Background: an optimization exercise with open tools, aiming at small area and a short achievable clock period. Do not read the settings as production practice.
The RTL was checked by simulation tests, not by an equivalence proof against the original design.
Power figures rest on the tool's default switching activity, not on a simulated workload.

### flow/flow/run.sh
#!/bin/bash
# The standard layout, with two changes: the port buffers are buf_4
# (the default pick is a delay cell), and timing repair may resize cells
# across footprints.
set -euo pipefail
bash standard.sh MATCH_CELL_FOOTPRINT=0 "BUFFER_PORTS_ARGS=-buffer_cell sky130_fd_sc_hd__buf_4" finish > standard.log 2>&1
### flow/standard.sh
#!/bin/bash
# synth_recipe.tcl (not shown) runs the flow's synth.tcl, then flattens the netlist and writes it again
# the make line also repeats each setting of config.mk as NAME=value (left out here)
make -C /OpenROAD-flow-scripts/flow DESIGN_CONFIG=/design/flow/config.mk WORK_HOME=/design/flow/orfs CLKGATE_MAP_FILE= SYNTH_SCRIPT=/design/flow/synth_recipe.tcl "${@:-finish}"
### flow/config.mk
export PLATFORM = sky130hd
export DESIGN_NAME = top
export DESIGN_NICKNAME = top
export VERILOG_FILES = /design/flow/design.v
export SDC_FILE = /design/flow/constraint.sdc
export NUM_CORES = 4
export LEC_CHECK = 0
export CAP_MARGIN = 30
export CORE_MARGIN = 2
export CORE_UTILIZATION = 50
export PLACE_DENSITY = 0.6
export SETUP_SLACK_MARGIN = 4
export SLEW_MARGIN = 30
export SYNTH_HIERARCHICAL = 1
export SYNTH_MINIMUM_KEEP_SIZE = 0
### flow/constraint.sdc
create_clock -name core_clock -period 12.0 [get_ports {CLK}]
set_input_delay 2.4000 -clock core_clock [delete_from_list [all_inputs] [get_ports {CLK}]]
set_output_delay 2.4000 -clock core_clock [all_outputs]
set_load 0.01 [all_outputs]
### flow/design.v
module regPC(PCPREV, TGT, taken, PC);
input [31 : 0] PCPREV, TGT;
input taken;
output [31 : 0] PC;
wire [31 : 0] PCSEQ = PCPREV + 32'd4;
assign PC = taken ? TGT : PCSEQ;
endmodule
module ALU(ctl, big, Zero, sol, Op1, Op2);
input [19:0] ctl;
input big;
input [31:0] Op1, Op2;
output Zero;
output [31:0] sol;
wire sub   = ctl[0];
wire left  = ctl[1];
wire r_sum = ctl[2], r_sh = ctl[3], r_ltu = ctl[4], r_x = ctl[5];
wire r_o   = ctl[6], r_a  = ctl[7], r_eq  = ctl[8], r_b = ctl[9];
wire z_add = ctl[10], z_eqs = ctl[11], z_eqx = ctl[12], z_sh = ctl[13];
wire z_ltu = ctl[14], z_o = ctl[15], z_a = ctl[16], z_ne = ctl[17];
wire z_b   = ctl[18], z_one = ctl[19];
wire [31:0] sum;
wire cout;
ksadd add(.a(Op1), .b(Op2), .cin(sub), .s(sum), .cout(cout));
wire [31:0] x = Op1 ^ Op2;
wire [31:0] o = Op1 | Op2;
wire [31:0] a = Op1 & Op2;
wire eq = ~|x;
wire [31:0] sin, sout, srev;
genvar g;
generate
	for (g = 0; g < 32; g = g + 1) begin : rev
		assign sin[g] = left ? Op1[31-g] : Op1[g];
		assign srev[g] = sout[31-g];
	end
endgenerate
assign sout = sin >> Op2[4:0];
wire [31:0] shres = big ? 32'b0 : (left ? srev : sout);
assign sol = ({32{r_sum}} & sum)
           | ({32{r_sh}} & shres)
           | {31'b0, r_ltu & ~cout}
           | ({32{r_x}} & x)
           | ({32{r_o}} & o)
           | ({32{r_a}} & a)
           | {31'b0, r_eq & eq}
           | ({32{r_b}} & Op2);
assign Zero = z_one
            | (z_add & (x == {o[30:0], 1'b0}))	 
            | (z_eqs & (&x))			 
            | (z_eqx & eq)
            | (z_sh & ~|shres)
            | (z_ltu & cout)
            | (z_o & ~|o)
            | (z_a & ~|a)
            | (z_ne & ~eq)
            | (z_b & ~|Op2);
endmodule
module ksadd(a, b, cin, s, cout);
input [31:0] a, b;
input cin;
output [31:0] s;
output cout;
wire [31:0] p = a ^ b;
wire [32:0] g0 = {a & b, cin};
wire [32:0] p0 = {p, 1'b0};
wire [32:0] g1 = g0 | (p0 & {g0[31:0], 1'b0});
wire [32:0] p1 = p0 & {p0[31:0], 1'b0};
wire [32:0] g2 = g1 | (p1 & {g1[30:0], 2'b0});
wire [32:0] p2 = p1 & {p1[30:0], 2'b0};
wire [32:0] g3 = g2 | (p2 & {g2[28:0], 4'b0});
wire [32:0] p3 = p2 & {p2[28:0], 4'b0};
wire [32:0] g4 = g3 | (p3 & {g3[24:0], 8'b0});
wire [32:0] p4 = p3 & {p3[24:0], 8'b0};
wire [32:0] g5 = g4 | (p4 & {g4[16:0], 16'b0});
wire [32:0] p5 = p4 & {p4[16:0], 16'b0};
assign s = p ^ g5[31:0];
assign cout = g5[32] | (p5[32] & cin);
endmodule
module ALUControl(is_add, is_passB, IN, OUT);
input is_add, is_passB;
input [3 : 0] IN;
output [3 : 0] OUT;
assign OUT = is_add ? 4'b0000 : is_passB ? 4'b1111 : IN;
endmodule
module ALUDecode(Op, ctl);
input [3:0] Op;
output [19:0] ctl;
wire sub = (Op == 4'b1000) | (Op == 4'b0010) | (Op == 4'b0011);
wire sh  = (Op == 4'b0001) | (Op == 4'b0101) | (Op == 4'b1101);
wire known = (Op == 4'b0000) | sub | sh | (Op == 4'b0100) | (Op == 4'b0110)
           | (Op == 4'b0111) | (Op == 4'b1001) | (Op == 4'b1111);
assign ctl[0]  = sub;
assign ctl[1]  = (Op == 4'b0001);			 
assign ctl[2]  = (Op == 4'b0000) | (Op == 4'b1000);	 
assign ctl[3]  = sh;
assign ctl[4]  = (Op == 4'b0010) | (Op == 4'b0011);	 
assign ctl[5]  = (Op == 4'b0100);
assign ctl[6]  = (Op == 4'b0110);
assign ctl[7]  = (Op == 4'b0111);
assign ctl[8]  = (Op == 4'b1001);
assign ctl[9]  = (Op == 4'b1111);
assign ctl[10] = (Op == 4'b0000);			 
assign ctl[11] = (Op == 4'b1000);			 
assign ctl[12] = (Op == 4'b0100);
assign ctl[13] = sh;
assign ctl[14] = (Op == 4'b0010) | (Op == 4'b0011);
assign ctl[15] = (Op == 4'b0110);
assign ctl[16] = (Op == 4'b0111);
assign ctl[17] = (Op == 4'b1001);
assign ctl[18] = (Op == 4'b1111);
assign ctl[19] = ~known;				 
endmodule
module ImmGen (IN, OUT);
input [31 : 0] IN;
output reg [31 : 0] OUT;
always_comb
begin
	case(IN[6:2])
		5'b00100 : OUT = {{20{IN[31]}},IN[31:20]};  
		5'b01000 : OUT = {{20{IN[31]}},IN[31:25],IN[11:7]};  
		5'b11000 : OUT = {{20{IN[31]}},IN[7],IN[30:25],IN[11:8],1'b0};  
		5'b01101 : OUT = {IN[31:12],12'b0};  
		5'b00101 : OUT = {{12{IN[31]}},IN[31:12]};  
		5'b11011 : OUT = {{12{IN[31]}},IN[19:12],IN[20],IN[30:21],1'b0};  
		5'b11001 : OUT = {{19{IN[31]}},IN[31:20],1'b0};  
		5'b00000 : OUT = {{20{IN[31]}},IN[31:20]};  
		default : OUT = 0;
	endcase
end
endmodule
module registers(sel, data, ext, extsel, q);
input [31:1] sel;
input [32*31-1:0] data;
input [31:0] ext;
input extsel;
output reg [31:0] q;
integer i;
always_comb
begin
	q = ext & {32{extsel}};
	for (i = 1; i < 32; i = i + 1)
		q = q | (data[32*(i-1) +: 32] & {32{sel[i]}});
end
endmodule
module adder(Op1, Op2, Sol);
input [31 : 0] Op1, Op2;
output [31 : 0] Sol;
assign Sol = Op1 + Op2;
endmodule
module adder10(Op1, Op2, Sol);
input [9:0] Op1, Op2;
output [9:0] Sol;
wire [9:0] p = Op1 ^ Op2;
wire [9:0] g0 = Op1 & Op2;
wire [9:0] g1 = g0 | (p  & {g0[8:0], 1'b0});
wire [9:0] p1 = p  & {p[8:0], 1'b0};
wire [9:0] g2 = g1 | (p1 & {g1[7:0], 2'b0});
wire [9:0] p2 = p1 & {p1[7:0], 2'b0};
wire [9:0] g3 = g2 | (p2 & {g2[5:0], 4'b0});
wire [9:0] p3 = p2 & {p2[5:0], 4'b0};
wire [9:0] g4 = g3 | (p3 & {g3[1:0], 8'b0});
assign Sol = p ^ {g4[8:0], 1'b0};
endmodule
module MUX(in1, in2, ctr, out);
input [31 : 0] in1, in2;
input ctr;
output [31 : 0] out;
assign out = ctr ? in2 : in1;
endmodule
module control(IN, is_load, is_store, is_br, is_addpc, is_lui, selB, RegWrite);
input [4:0] IN;
output is_load, is_store, is_br, is_addpc, is_lui, selB, RegWrite;
wire is_alui  = (IN == 5'b00100);
wire is_alur  = (IN == 5'b01100);
wire is_jalr  = (IN == 5'b11001);
wire is_jal   = (IN == 5'b11011);
wire is_auipc = (IN == 5'b00101);
assign is_load  = (IN == 5'b00000);
assign is_store = (IN == 5'b01000);
assign is_br    = (IN == 5'b11000);
assign is_lui   = (IN == 5'b01101);
assign is_addpc = is_jalr | is_jal | is_auipc;
assign selB = is_alui | is_store | is_jal | is_lui | is_auipc;
assign RegWrite = is_load | is_alui | is_alur | is_addpc | is_lui;
endmodule
module top(CLK, RST_N, idata, ddata_r, iaddr, daddr, ddata_w, WRam);
input CLK, RST_N;
input [31 : 0] idata;
input [31 : 0] ddata_r;
output [9 : 0] iaddr, daddr;
output [31 : 0] ddata_w;
output WRam;
wire [4:0] rs1 = idata[19:15];
wire [4:0] rs2 = idata[24:20];
wire [4:0] rd  = idata[11:7];
wire [31:0] PC, PC4, PCIMM, PCPREV;
wire [31:0] IMM, Reg1, Reg1a, Reg2, A, B, RES;
wire [3:0]  OP;
wire is_load, is_store, is_br, is_addpc, is_lui, selB, RegWrite, zero;
control ctrl(
	.IN(idata[6:2]),
	.is_load(is_load),
	.is_store(is_store),
	.is_br(is_br),
	.is_addpc(is_addpc),
	.is_lui(is_lui),
	.selB(selB),
	.RegWrite(RegWrite));
ImmGen immgen(.IN(idata), .OUT(IMM));
ALUControl aluctl(
	.is_add(is_store | (is_addpc & ~idata[4])),
	.is_passB(is_lui | is_load),
	.IN({idata[30], idata[14:12]}),
	.OUT(OP));
reg [31:0] Areg, Breg, tgt;
reg [19:0] ctlreg;
reg        bigreg;
wire [19:0] CTL;
ALUDecode aludec(.Op(OP), .ctl(CTL));
reg [4:0]  prd;
reg        pvalid, pjmp, pbr;
always_ff @(posedge CLK)
begin
	Areg  <= A;
	Breg  <= B ^ {32{CTL[0]}};
	ctlreg <= CTL;
	bigreg <= |B[31:5];
	prd   <= rd;
	tgt   <= PCIMM;
end
always_ff @(posedge CLK or negedge RST_N)
	if (!RST_N) begin
		pvalid <= 1'b0;
		pjmp   <= 1'b0;
		pbr    <= 1'b0;
	end else begin
		pvalid <= RegWrite && (rd != 0);
		pjmp   <= is_addpc;
		pbr    <= is_br;
	end
reg [31:0] pcprev;
always_ff @(posedge CLK or negedge RST_N)
	if (!RST_N)
		pcprev <= 32'hfffffffc;
	else
		pcprev <= PC;
assign PCPREV = pcprev;
ALU alu(.ctl(ctlreg), .big(bigreg), .Op1(Areg), .Op2(Breg), .sol(RES), .Zero(zero));
regPC pcsel(.PCPREV(PCPREV), .TGT(tgt), .taken(pjmp | (pbr & zero)), .PC(PC));
assign PC4 = PC + 32'd4;
adder addimm(.Op1(PC), .Op2(IMM), .Sol(PCIMM));
reg [31:0] regis [1:31];
reg [31:1] valid;
wire [31:1] cap, com, sel1, sel2;
wire [32*31-1:0] flat;
genvar g;
generate
	for (g = 1; g < 32; g = g + 1) begin : rf
		assign cap[g] = RegWrite && (rd == g);
		assign com[g] = pvalid && (prd == g);
		assign sel1[g] = valid[g] && (rs1 == g);
		assign sel2[g] = valid[g] && (rs2 == g);
		assign flat[32*(g-1) +: 32] = regis[g];
		always_ff @(posedge CLK)
			if (com[g])
				regis[g] <= RES;
	end
endgenerate
always_ff @(posedge CLK, negedge RST_N)
	if (!RST_N)
		valid <= 0;
	else
		valid <= (valid | com) & ~cap;
wire byp1 = pvalid && (prd == rs1);
wire byp2 = pvalid && (prd == rs2);
registers rd1(.sel(sel1), .data(flat), .ext(32'b0), .extsel(1'b0), .q(Reg1a));
assign Reg1 = Reg1a | (RES & {32{byp1}});
registers rd2(.sel(sel2), .data(flat), .ext(RES), .extsel(byp2), .q(Reg2));
MUX muxA(.in1(Reg1), .in2(PC4), .ctr(is_addpc), .out(A));
assign B = is_load ? ddata_r : selB ? IMM : Reg2;
wire [9:0] dimm = {idata[29:25], is_store ? idata[11:7] : idata[24:20]};
wire [9:0] daddr_rf, daddr_byp;
adder10 adrf(.Op1(Reg1a[9:0]), .Op2(dimm), .Sol(daddr_rf));
adder10 adbyp(.Op1(RES[9:0]), .Op2(dimm), .Sol(daddr_byp));
assign daddr = byp1 ? daddr_byp : daddr_rf;
assign ddata_w = Reg2;
assign WRam = is_store;
assign iaddr = PC[11:2];
endmodule
==> run notes, run 1 <==
status timing/DRC/antenna clean; post-route minimum period 8.30 ns; dpl cells approximately 6500; CP Capture Type output pin; CP delay by family, top simple AND/OR/NAND/NOR gates; maximum vdd ir drop approximately 0.14 mV; Hold Vio Cnt, Final 0; critical path class in2out; Arrival @ worst endpoint slightly below 6 ns; switching pwr roughly 4.2 mW; Syn Inst Count 4855; number of synthesized flops with an enable pin about 1000; PortBufs 116; Synth top area share 0.493; synth-to-layout area growth 16.9%; CTS tree yes; Yosys cell types approximately 110; #FFs+latches synth between 1000 and 1500; Setup crit start idata[18]; Nets between 5000 and 6000; Mean Syn Cell Area approximately 12 µm²; Reg area about 34000 µm²; CTS root buf clkbuf_16; crit share post-route 0.691; Core Box Area 120000 µm²; fmax about 120 MHz; Vias 51300; Comb pwr share 0.278; Sw Share 0.333; Buf/Inv on CP 4; power share of the sequential group 0.411; Worst Setup Start Kind input pin; Mapped Area between 60000 and 70000 µm²; IO Pins ~120; hpwl dp approximately 160000 µm; Initial Util 0.504; synth warn 10; crit-path max cell delay 0.59 ns; LEAKAGE approximately 25 nW; ys flop type edfxtp_1; Reg2Reg Launch Point ctlreg[1]$_DFF_P_; Worst Max-Slew Pin Slew approximately 1.0 ns; # setup viols final 0; hold_sp tgt[4]$_DFF_P_; GP Congestion just over 1; Cell Pwr Density ~180 nW/µm²; most used cell, CP buf_12; CTS Buffer Depth 3; clk slew on worst S/H paths 0.05 ns; DP Area 63400 µm²; # DRC 0; largest net degree at the start of global routing 51; DRT iter0 DRCs between 8000 and 9000; part of the power in the clock network 0.311; Seq/Total Area, Yosys 0.562; CTS sink cnt between 1000 and 1500; asr flop ratio synth 0.0559; vias per std cell 7.49; first-pass GRT wire length about 370000 µm; GRT Util Overall 0.425; routed len/inst ~39 µm; routed wire length 267000 µm; Pre-antenna DRT Iters 9; CTS Hold Bufs 0; Max Cap Viol 0; DRT antenna net count 0; layout cells sized above 1 0.195; largest cells by area after synthesis edfxtp_1, a22oi_1, dfxtp_1, nand4_1, ha_1; RSZ-0062 raised after global routing true; Worst slew margin 0.320; full die area around 120000 µm²; site row count 127; Clk Latency, worst-skew pair ~0.78 ns; # fillers approximately 9800; Hold Crit Class reg2reg; CTS Buf Count 131; Layout Cells excl Fill around 7000; Final Max Tran Viols 0; skew final 0.0452 ns; die height approximately 350 µm; initial antenna violation count 21; die span in x between 300 and 400 µm; P_int roughly 8.4 mW; slowest CP cell or4_4; H-Tree Depth 4; setup_tns 0 ns; crit-path max FO 7; vias in the first global route roughly 48000; Final Cell Area between 70000 and 80000 µm²; CP Cell Sequence buf_12 > nor2b_4 > and2_4 > and3_4 > buf_12 > buf_12 > a22oi_2 > nand4_1 > or4_4 > ha_4 > fa_2 > a21oi_2 > o211ai_1 > o41ai_2 > xnor2_1 > mux2_1 > buf_4; Crit path required time 9.60 ns; gr ovfl total 0; Multi-input gate area 25700 µm²; post-synth top area cell edfxtp_1
-- logic make-up after synthesis --
kind of cell	count (synthesis)	share of synthesized area
adder cells (fa/ha/maj)	151	0.0318
multiplexers	196	0.0429
other	1	0.0000621
XOR/XNOR	189	0.0274
AO/OA/AOI/OAI	1614	0.198
flip-flops	1180	0.562
AND/OR/NAND/NOR	1079	0.102
buffers and inverters	445	0.0360
-- final timing paths --
check / end / slack, ns / depth (start not counted)
min reg2reg: pcprev[4]$_DFF_PN1_ / 0.43 / 2
max in group asynchronous: pcprev[23]$_DFF_PN1_ / 9.49 / 2
min: pcprev[4]$_DFF_PN1_ / 0.43 / 2
max: daddr[8] / 3.70 / 17
min in group asynchronous: valid[27]$_DFF_PN0_ / 1.58 / 1
max reg2reg: tgt[31]$_DFF_P_ / 4.60 / 23
-- tightest hold or removal path, delay by kind of cell, from the launching register on --
kind               cells  cell delay, ns
AOI/OAI and AO/OA      1            0.07
and+or+nand+nor        1            0.05
DFF                    1            0.29
-- per-module statistics from Yosys (local to each module, per instance), a selection --
module | cell area (µm²) | cells | times used | flip-flops and latches
registers | 5380 | 768 | 2 | 0
adder10 | 437 | 52 | 2 | 0
regPC | 938 | 155 | 1 | 0
control | 113 | 21 | 1 | 0
ksadd | 1870 | 275 | 1 | 0
ImmGen | 651 | 86 | 1 | 0
ALU | 5540 | 731 | 1 | 0
top | 37400 | 1675 | 1 | 1180
ALUControl | 40.0 | 4 | 1 | 0
ALUDecode | 214 | 30 | 1 | 0
adder | 1500 | 202 | 1 | 0
-- cell type report --
cell class                 count  area share
clock buffer                 178      0.0498
antenna                        5    0.000177
sequential                  1180       0.481
multi-input combinational   3266       0.364
timing repair buffer         436      0.0620
inverter                     127     0.00686
clock inverter                50     0.00757
tap                         1612      0.0286
-- Yosys cell counts, types with 26 or more instances --
| master | n |
|---|---|
| mux2i_1 | 75 |
| xnor2_1 | 114 |
| mux2_4 | 32 |
| edfxtp_1 | 992 |
| nor2_1 | 170 |
| clkbuf_1 | 153 |
| nand4_1 | 312 |
| a31oi_1 | 33 |
| o21ai_0 | 72 |
| buf_2 | 102 |
| and3_1 | 85 |
| a222oi_1 | 38 |
| nand3_1 | 64 |
| ha_1 | 147 |
| mux2_1 | 26 |
| buf_6 | 37 |
| xor2_1 | 75 |
| nor3_1 | 41 |
| nor4_1 | 40 |
| mux2_2 | 31 |
| dfrtp_1 | 36 |
| dfxtp_1 | 122 |
| or4_1 | 73 |
| dfstp_2 | 30 |
| inv_1 | 121 |
| mux4_2 | 32 |
| a21oi_1 | 108 |
| o211ai_1 | 47 |
| a22oi_1 | 1062 |
| nand2_1 | 142 |
| a21o_1 | 78 |
-- cell usage in the layout, fill, tap and decap left out, types with 24 or more instances in the layout --
cell,netlist,final
and3_4,5,39
buf_12,3,41
dfstp_2,30,30
dfxtp_1,122,90
o211ai_1,47,47
nor2_1,170,136
edfxtp_1,992,992
nor2_4,0,32
and3_2,0,30
a21oi_1,108,104
a22oi_1,1062,1042
a21o_1,78,77
clkbuf_16,0,160
or4_1,73,56
clkbuf_1,153,43
mux2_4,32,36
nand4_1,312,312
nor3_1,41,37
ha_4,0,24
nor4_1,40,39
ha_1,147,121
conb_1,1,37
dfrtp_1,36,36
xnor2_1,114,113
o21ai_0,72,70
mux2_2,31,31
xor2_1,75,75
a222oi_1,38,38
nand2_1,142,141
a31oi_1,33,33
inv_1,121,121
mux2i_1,75,73
mux4_2,32,32
nand3_1,64,62
buf_4,13,348
-- layer usage --
| metal | global-route usage | routed length (µm) |
|---|---|---|
| met1 | 0.504 | 90200 |
| met2 | 0.627 | 113000 |
| met3 | 0.159 | 38400 |
| met4 | 0.320 | 25200 |
| met5 | 0.00196 | 181 |
-- power by group through the flow --
stage / registers (mW) / clock network, mW / logic (mW)
final: 5.15 / 3.89 / 3.48
after global routing: 5.16 / 4.05 / 3.66
after CTS: 5.13 / 3.89 / 3.31
after detailed placement: 5.20 / 0 / 3.15
after global placement: 5.20 / 0 / 3.14
after floorplan: 5.11 / 0 / 2.00
-- stage by stage --
step	hold WS [ns]	setup slack, ns	util	power, mW
4_1_cts	0.465	3.77	0.586	12.3
3_3_place_gp	0.439	2.49	0.529	8.33
6_report	0.427	3.70	0.589	12.5
2_1_floorplan	0.439	4.14	-	7.11
3_5_place_dp	0.465	2.66	0.529	8.34
5_1_grt	0.475	3.65	0.589	12.9
-- sequential cells by signal (all words and copies together) (netlist names), 5 cells and up --
register,cells
valid,31
Breg,32
Areg,32
tgt,32
ctlreg,20
prd,5
regis,992
pcprev,32
-- what timing repair did --
item                       in CTS  in global routing
setup endpoints to repair      38                 26
cloned                         27                  0
resized for setup             324                 49
pin swaps                      68                 28
setup buffers                 106                 20
==> run 2, diff against run 1 <==
--- a/flow/config.mk
+++ b/flow/config.mk
@@ -9,7 +9,7 @@
 export CORE_MARGIN = 2
 export CORE_UTILIZATION = 50
 export PLACE_DENSITY = 0.6
-export SETUP_SLACK_MARGIN = 4
+export SETUP_SLACK_MARGIN = 3.5
 export SLEW_MARGIN = 30
 export SYNTH_HIERARCHICAL = 1
 export SYNTH_MINIMUM_KEEP_SIZE = 0
==> run 2 against run 1 <==
Effect of this change: flip-flop and latch count unchanged; maximum frequency fell by 3.4%; via count is 2.0% lower; setup slack got worse by 0.29 ns; critical path depth is 2 lower; sequential share of layout area increased by 0.73 points; worst hold slack better by 0.034 ns; sequential power about the same; synthesized area did not move; non-clock buffer count shrank 77.
==> run notes, run 2 <==
status timing/DRC/antenna clean; final setup margin around 3.4 ns; critical path class in2out; most common cell after layout, fill and taps aside a22oi_1; LEAKAGE roughly 24 nW; clk slew on worst S/H paths 0.05 ns; hold_ws 0.461 ns; # DRC 0; Cell Pwr Density between 150 and 200 nW/µm²; skew final around 0.046 ns; Nets 5282; routed wire length between 200000 and 300000 µm; gr ovfl total 0; GP Congestion between 1 and 1.5; Vias 50300; Final Max Tran Viols 0; maximum vdd ir drop 0.141 mV; layout cells sized above 1 0.176; grt met1 use 0.493; busiest metal layer after global routing met2; RSZ-0062 raised after global routing true; Top reg by flops regis; post-synth top area cell edfxtp_1; largest cells by area after synthesis edfxtp_1, a22oi_1, dfxtp_1, nand4_1, ha_1; crit share post-route 0.716; Worst Setup Start Kind input pin; CTS root buf clkbuf_16; Final Cell Area a little under 70000 µm²; most frequent cells in the layout a22oi_1, edfxtp_1, nand4_1; site row count approximately 130; number of synthesized flops with an enable pin 992; flip-flop count of the largest register after layout roughly 990; synth warn 10; setup_tns 0 ns; #FFs+latches synth 1180; Hold Vio Cnt, Final 0; GRT Util Overall 0.405; first-pass GRT wire length 351000 µm; Worst Max-Slew Pin Slew approximately 1.1 ns; Layout Cells excl Fill 6780; CTS Buffer Depth 3; full die area roughly 120000 µm²; met2 usage 0.610; PortBufs between 100 and 150; routed len/inst 38.4 µm; DRT iter0 DRCs ~8300; Clk Latency, worst-skew pair about 0.8 ns; CTS tree yes; vias per std cell ~7.4; Worst slew margin 0.261; Seq/Total Area, Yosys 0.562; ys flop type edfxtp_1; count leader, synth a22oi_1; Crit path required time ~9.6 ns; die span in x between 300 and 400 µm; vias in the first global route 47400; Hold Crit Class reg2reg; Core Box Area about 120000 µm²; Synth top area share 0.493; CTS Hold Bufs 0; GR Util met3 0.132; Yosys cell types approximately 110; Mean Syn Cell Area around 12 µm²; DP Worst Slack 2.66 ns; DRT antenna net count 0; Syn Inst Count approximately 4900; # setup viols final 0; CTS sink cnt approximately 1200; hpwl dp ~160000 µm; Mapped Area ~60000 µm²; CP Capture Type output pin; die height about 350 µm; H-Tree Depth 4; Pre-antenna DRT Iters 12; DP Area 63400 µm²; synth-to-layout area growth 15.0%; Arrival @ worst endpoint between 6 and 7 ns; asr flop ratio synth 0.0559; largest net degree at the start of global routing 51; crit-path max FO 32; dpl cells approximately 6500; IO Pins 119; Initial Util 0.504; post-route minimum period around 8.6 ns; initial antenna violation count 14; fmax approximately 120 MHz; CTS Buf Count between 100 and 150; Max Cap Viol 0; Synth top cells by count a22oi_1, edfxtp_1, nand4_1
## run 2: per-layer routing
layer  wire (µm)  up-vias
met1       90200    24800
met5         110        -
met2      112000     4081
met4       22500       16
li1            -    20300
met3       35700     1063
## run 2: modules after synthesis (local to each module, per instance)
module	flip-flops and latches	cells inside	times used
regPC	0	155	1
ALU	0	731	1
registers	0	768	2
MUX	0	36	1
adder10	0	52	2
top	1180	1675	1
control	0	21	1
ksadd	0	275	1
ALUControl	0	4	1
ImmGen	0	86	1
adder	0	202	1
ALUDecode	0	30	1
## run 2: path summary, 6_finish.rpt
| path | from | cells past startpoint | endpoint | slack [ns] |
|---|---|---|---|---|
| max in group asynchronous | RST_N | 2 | pcprev[25]$_DFF_PN1_ | 9.48 |
| max | idata[19] | 15 | daddr[8] | 3.41 |
| max reg2reg | Breg[0]$_DFF_P_ | 27 | tgt[30]$_DFF_P_ | 4.41 |
| min | tgt[4]$_DFF_P_ | 2 | pcprev[4]$_DFF_PN1_ | 0.46 |
| min reg2reg | tgt[4]$_DFF_P_ | 2 | pcprev[4]$_DFF_PN1_ | 0.46 |
| min in group asynchronous | RST_N | 1 | valid[27]$_DFF_PN0_ | 1.59 |
## run 2: cell families (layout without fill, tap and decap cells)
family,count (synthesis),in the layout,share of synthesized area
compound gates,1614,1614,0.198
other cells,1,45,0.0000621
mux,196,196,0.0429
simple gates,1079,1079,0.102
buf+inv,445,714,0.0360
fa+ha+maj,151,151,0.0318
xor+xnor,189,189,0.0274
flops,1180,1180,0.562
## run 2: final cells by class
type	instances	area, µm²
Sequential cell	1180	33900
Clock inverter	50	534
Timing Repair Buffer	359	3470
Clock buffer	178	3520
Tap cell	1612	2020
Antenna cell	8	20.0
Multi-Input combinational cell	3266	25500
Inverter	127	484
Fill cell	9874	50300
## run 2: where the power goes
part	switching [mW]	internal (mW)
combinational	2.17	1.22
sequential	0.244	4.90
clock	1.70	2.18
total	4.12	8.30
## run 2: repair_timing
action | CTS | global route
resized for setup | 145 | 129
pin swaps | 18 | 50
buffers inserted | 15 | 43
cloned | 6 | 12
setup endpoints to repair | 8 | 20
## run 2: metrics by stage
step                 util  total power, mW
floorplan               -             7.11
detailed placement  0.529             8.34
CTS                 0.570             12.2
global route        0.580             12.8
finish              0.580             12.4
global placement    0.529             8.33
## run 2: critical path, cell delays in order
cell and delay (ns):
buf_4 0.19, and3_4 0.23, and3_2 0.24, buf_12 0.17, a22oi_2 0.24, nand4_1 0.14
or4_4 0.59, ha_4 0.21, fa_2 0.41, a21oi_2 0.16, o211ai_1 0.14, o41ai_2 0.35
xnor2_1 0.15, mux2_1 0.29, buf_4 0.14
==> run 3, diff against run 2 <==
--- a/flow/config.mk
+++ b/flow/config.mk
@@ -7,9 +7,9 @@
 export LEC_CHECK = 0
 export CAP_MARGIN = 30
 export CORE_MARGIN = 2
-export CORE_UTILIZATION = 50
-export PLACE_DENSITY = 0.6
-export SETUP_SLACK_MARGIN = 3.5
+export CORE_UTILIZATION = 60
+export PLACE_DENSITY = 0.7
+export SETUP_SLACK_MARGIN = 4
 export SLEW_MARGIN = 30
 export SYNTH_HIERARCHICAL = 1
 export SYNTH_MINIMUM_KEEP_SIZE = 0
==> run 3 against run 2 <==
Effect of this change: still clean; clock power down 5.7%; die area down 16%; worst hold slack improved by 0.049 ns; synthesized area unchanged; flip-flop and latch count is the same; synthesized cell count unchanged; cell area grew 1.0%; clock-buffer cell count is 29 lower; highest routed layer unchanged.
==> run notes, run 3 <==
status timing/DRC/antenna clean; DP Worst Slack around 2.7 ns; Vias ~53000; Worst slew margin 0.354; Pre-antenna DRT Iters 8; DRT iter0 DRCs between 9000 and 10000; largest net degree at the start of global routing 67; layout cells sized above 1 0.192; clk slew on worst S/H paths 0.07 ns; CTS Buffer Depth 3; Clk Latency, worst-skew pair between 0.7 and 0.8 ns; initial antenna violation count 14; most common cell after layout, fill and taps aside a22oi_1; met2 usage 0.693; Post-Synth Simple-Gate Area 0.102; Reg2Reg Launch Point Breg[2]$_DFF_P_; PortBufs ~120; # DRC 0; gr ovfl total 0; FF-to-FF path depth 23; first-pass GRT wire length 358000 µm; setup_tns 0 ns; GRT Util Overall 0.498; largest cells by area after synthesis edfxtp_1, a22oi_1, dfxtp_1, nand4_1, ha_1; CTS sink cnt ~1200; Nets 5363; CTS root buf clkbuf_16; Arrival @ worst endpoint just under 6 ns; Final Max Tran Viols 0; routed len/inst between 40 and 50 µm; synth-to-layout area growth 16.2%; IO Pins ~120; Syn Inst Count approximately 4900; skew final 0.0467 ns; critical path class in2out; Synth Area in Compound Gates 0.198; ys flop type edfxtp_1; r2r setup slk around 4.4 ns; Top reg by flops regis; Max Cap Viol 0; Hold Path End pcprev[29]$_DFF_PN1_; flip-flop count of the largest register after layout around 1000; number of synthesized flops with an enable pin between 900 and 1000; Initial Util 0.604; Mean Syn Cell Area about 12 µm²; vias per std cell around 8.0; count leader, synth a22oi_1; Core Box Area 100000 µm²; CTS tree yes; crit-path max cell delay around 0.66 ns; P_int roughly 8 mW; vias in the first global route ~49000; post-synth top area cell edfxtp_1; most frequent cells in the layout a22oi_1, edfxtp_1, buf_4; switching pwr between 4 and 5 mW; routed wire length approximately 260000 µm; synth warn 10; RSZ-0062 raised after global routing true; post-synthesis mux area share 0.0429; DRT antenna net count 0; Seq/Total Area, Yosys 0.562; H-Tree Depth 3; site row count roughly 120; Crit path required time 9.60 ns; power share of the sequential group 0.416; worst r2r dst tgt[31]$_DFF_P_; GP Congestion about 1.0; Comb pwr share 0.286; Cell Pwr Density 175 nW/µm²; post-layout util 0.702; part of the power in the clock network 0.298; LEAKAGE roughly 25 nW; CTS Buf Count ~120; slowest CP cell or4_4; CP Cell Sequence buf_12 > and2_4 > nor2b_4 > and3_4 > buf_12 > buf_12 > a22oi_2 > nand4_1 > or4_4 > fa_2 > a21oi_4 > o211ai_1 > o41ai_2 > xnor2_1 > mux2_4 > buf_6; Worst Max-Slew Pin Slew roughly 0.97 ns; Hold Crit Depth 2; GR Util met3 0.230; maximum vdd ir drop around 0.14 mV; hold_sp tgt[29]$_DFF_P_; crit-path max FO 9; post-synthesis xor/xnor area fraction 0.0274; die height 321 µm; Synth top cells by count a22oi_1, edfxtp_1, nand4_1; Mapped Area 60400 µm²; largest family of logic cells by synthesized area compound AO/OA/AOI/OAI gates; Sw Share 0.331; most used cell, CP buf_12; Yosys cell types ~110; busiest metal layer after global routing met2; die span in x approximately 320 µm; full die area approximately 100000 µm²; Hold Vio Cnt, Final 0; Hold Crit Class reg2reg; asr flop ratio synth 0.0559; fmax ~120 MHz; #FFs+latches synth between 1000 and 1500; Synth top area share 0.493; final setup margin 3.68 ns; CP Capture Type output pin; crit share post-route 0.693; # fillers 6804; adder and majority gate portion of the synthesized area 0.0318; Worst Setup Start Kind input pin; grt met1 use 0.593; hpwl dp between 100000 and 150000 µm; # setup viols final 0; post-route minimum period 8.32 ns
==> run 3: cell counts after synthesis <==
Identical to the previous run, type by type.
==> run 3: routing by layer <==
layer  vias to the layer above  routed length, µm
met1                     25200              83800
met5                         -                370
li1                      20500                  -
met2                      5264             106000
met4                        19              27400
met3                      1507              45500
==> run 3: worst max-delay path by stage <==
stage,to,from
2_1_floorplan,daddr[8],idata[15]
6_report,daddr[8],idata[15]
4_1_cts,daddr[8],idata[17]
5_1_grt,daddr[8],idata[15]
3_5_place_dp,daddr[8],idata[16]
3_3_place_gp,daddr[8],idata[16]
==> run 3: area by class of cell <==
| cell class | instances | area (µm²) | share of cell area |
|---|---|---|---|
| diodes | 13 | 32.5 | 0.000464 |
| clock buffers | 149 | 3110 | 0.0443 |
| clock inverters | 64 | 643 | 0.00916 |
| inverters | 127 | 480 | 0.00685 |
| multi-input cells | 3266 | 25700 | 0.366 |
| flip-flops and latches | 1180 | 33900 | 0.484 |
| well taps | 1298 | 1620 | 0.0231 |
| repair buffers | 456 | 4700 | 0.0670 |
==> run 3: cells by family after synthesis <==
family	after synthesis
AO/OA/AOI/OAI	1614
XOR/XNOR	189
adder cells (fa/ha/maj)	151
buffers and inverters	445
flip-flops	1180
multiplexers	196
other	1
AND/OR/NAND/NOR	1079
==> run 3: per-module statistics from Yosys (local to each module, per instance) <==
| module | copies in the design | cells | flops+latches | area [µm²] |
|---|---|---|---|---|
| ALUDecode | 1 | 30 | 0 | 214 |
| regPC | 1 | 155 | 0 | 938 |
| ALU | 1 | 731 | 0 | 5540 |
| adder10 | 2 | 52 | 0 | 437 |
| ALUControl | 1 | 4 | 0 | 40.0 |
| top | 1 | 1675 | 1180 | 37400 |
| registers | 2 | 768 | 0 | 5380 |
| control | 1 | 21 | 0 | 113 |
| ksadd | 1 | 275 | 0 | 1870 |
| adder | 1 | 202 | 0 | 1500 |
| ImmGen | 1 | 86 | 0 | 651 |
| MUX | 1 | 36 | 0 | 544 |
==> run 3: power by group through the flow <==
stage               Sequential, mW  Combinational (mW)  Clock, mW
finish                        5.11                3.51       3.66
global route                  5.12                3.65       3.80
CTS                           5.09                3.31       3.63
detailed placement            5.16                3.14          0
global placement              5.16                3.13          0
floorplan                     5.11                2.00          0
==> run 3: what timing repair did <==
| action | 4_1_cts | 5_1_grt |
|---|---|---|
| gates resized for setup | 299 | 49 |
| buffers inserted | 119 | 13 |
| pin swaps | 77 | 44 |
| hold buffers | 0 | 0 |
| cloned | 24 | 3 |
| endpoints found under the setup margin | 28 | 37 |
| hold endpoints to repair | 0 | 0 |
==> run 3: per-stage QoR <==
step	hold slack [ns]	power, mW	cells	area, µm²
final	0.510	12.3	6553	70200
after CTS	0.508	12.0	6524	69700
after global routing	0.538	12.6	6541	70200
after floorplan	0.439	7.11	4891	60500
after global placement	0.493	8.29	6168	63000
after detailed placement	0.492	8.30	6168	63000
==> run 3: critical path, delay by kind of cell <==
| kind | cells | cell delay (ns) |
|---|---|---|
| AO/OA/AOI/OAI | 4 | 0.76 |
| AND/OR/NAND/NOR | 5 | 1.41 |
| adder cells (fa/ha/maj) | 1 | 0.42 |
| buffers and inverters | 4 | 0.51 |
| multiplexers | 1 | 0.28 |
| XOR/XNOR | 1 | 0.13 |

## re-timing with driven ports
How much do the figures lean on ideal ports? The routed layouts below were timed once more, with nothing changed but the port constraints. Step 1 assumes that a clkbuf_16 drives the clock port and a buf_2 every other input. Step 2 times the ports against the registers' clock, not the clock port: input delays grow and output delays shrink by t, the midpoint of the rising clock arrivals with the driver on. Three values: ideal, step 1, step 2; two values: the first two.
| run | t, ns | slack for setup (ns) | worst hold slack (ns) | slew at the worst register clock pin (ns) | worst data-port slew with drivers (ns) |
|---|---|---|---|---|---|
| run 1 | 0.833 | 3.703 / 3.633 / 3.633 | 0.427 / 0.427 / 0.427 | 0.07 / 0.07 | 0.08 |
| run 2 | 0.836 | 3.411 / 3.388 / 3.388 | 0.461 / 0.461 / 0.461 | 0.07 / 0.07 | 0.06 |
| run 3 | 0.821 | 3.683 / 3.633 / 3.633 | 0.510 / 0.510 / 0.510 | 0.07 / 0.07 | 0.07 |
After both steps every run listed still meets setup and hold. For run 1, which loses most, drivers alone change the setup slack by -0.070 ns; drivers and shift together by -0.070 ns.
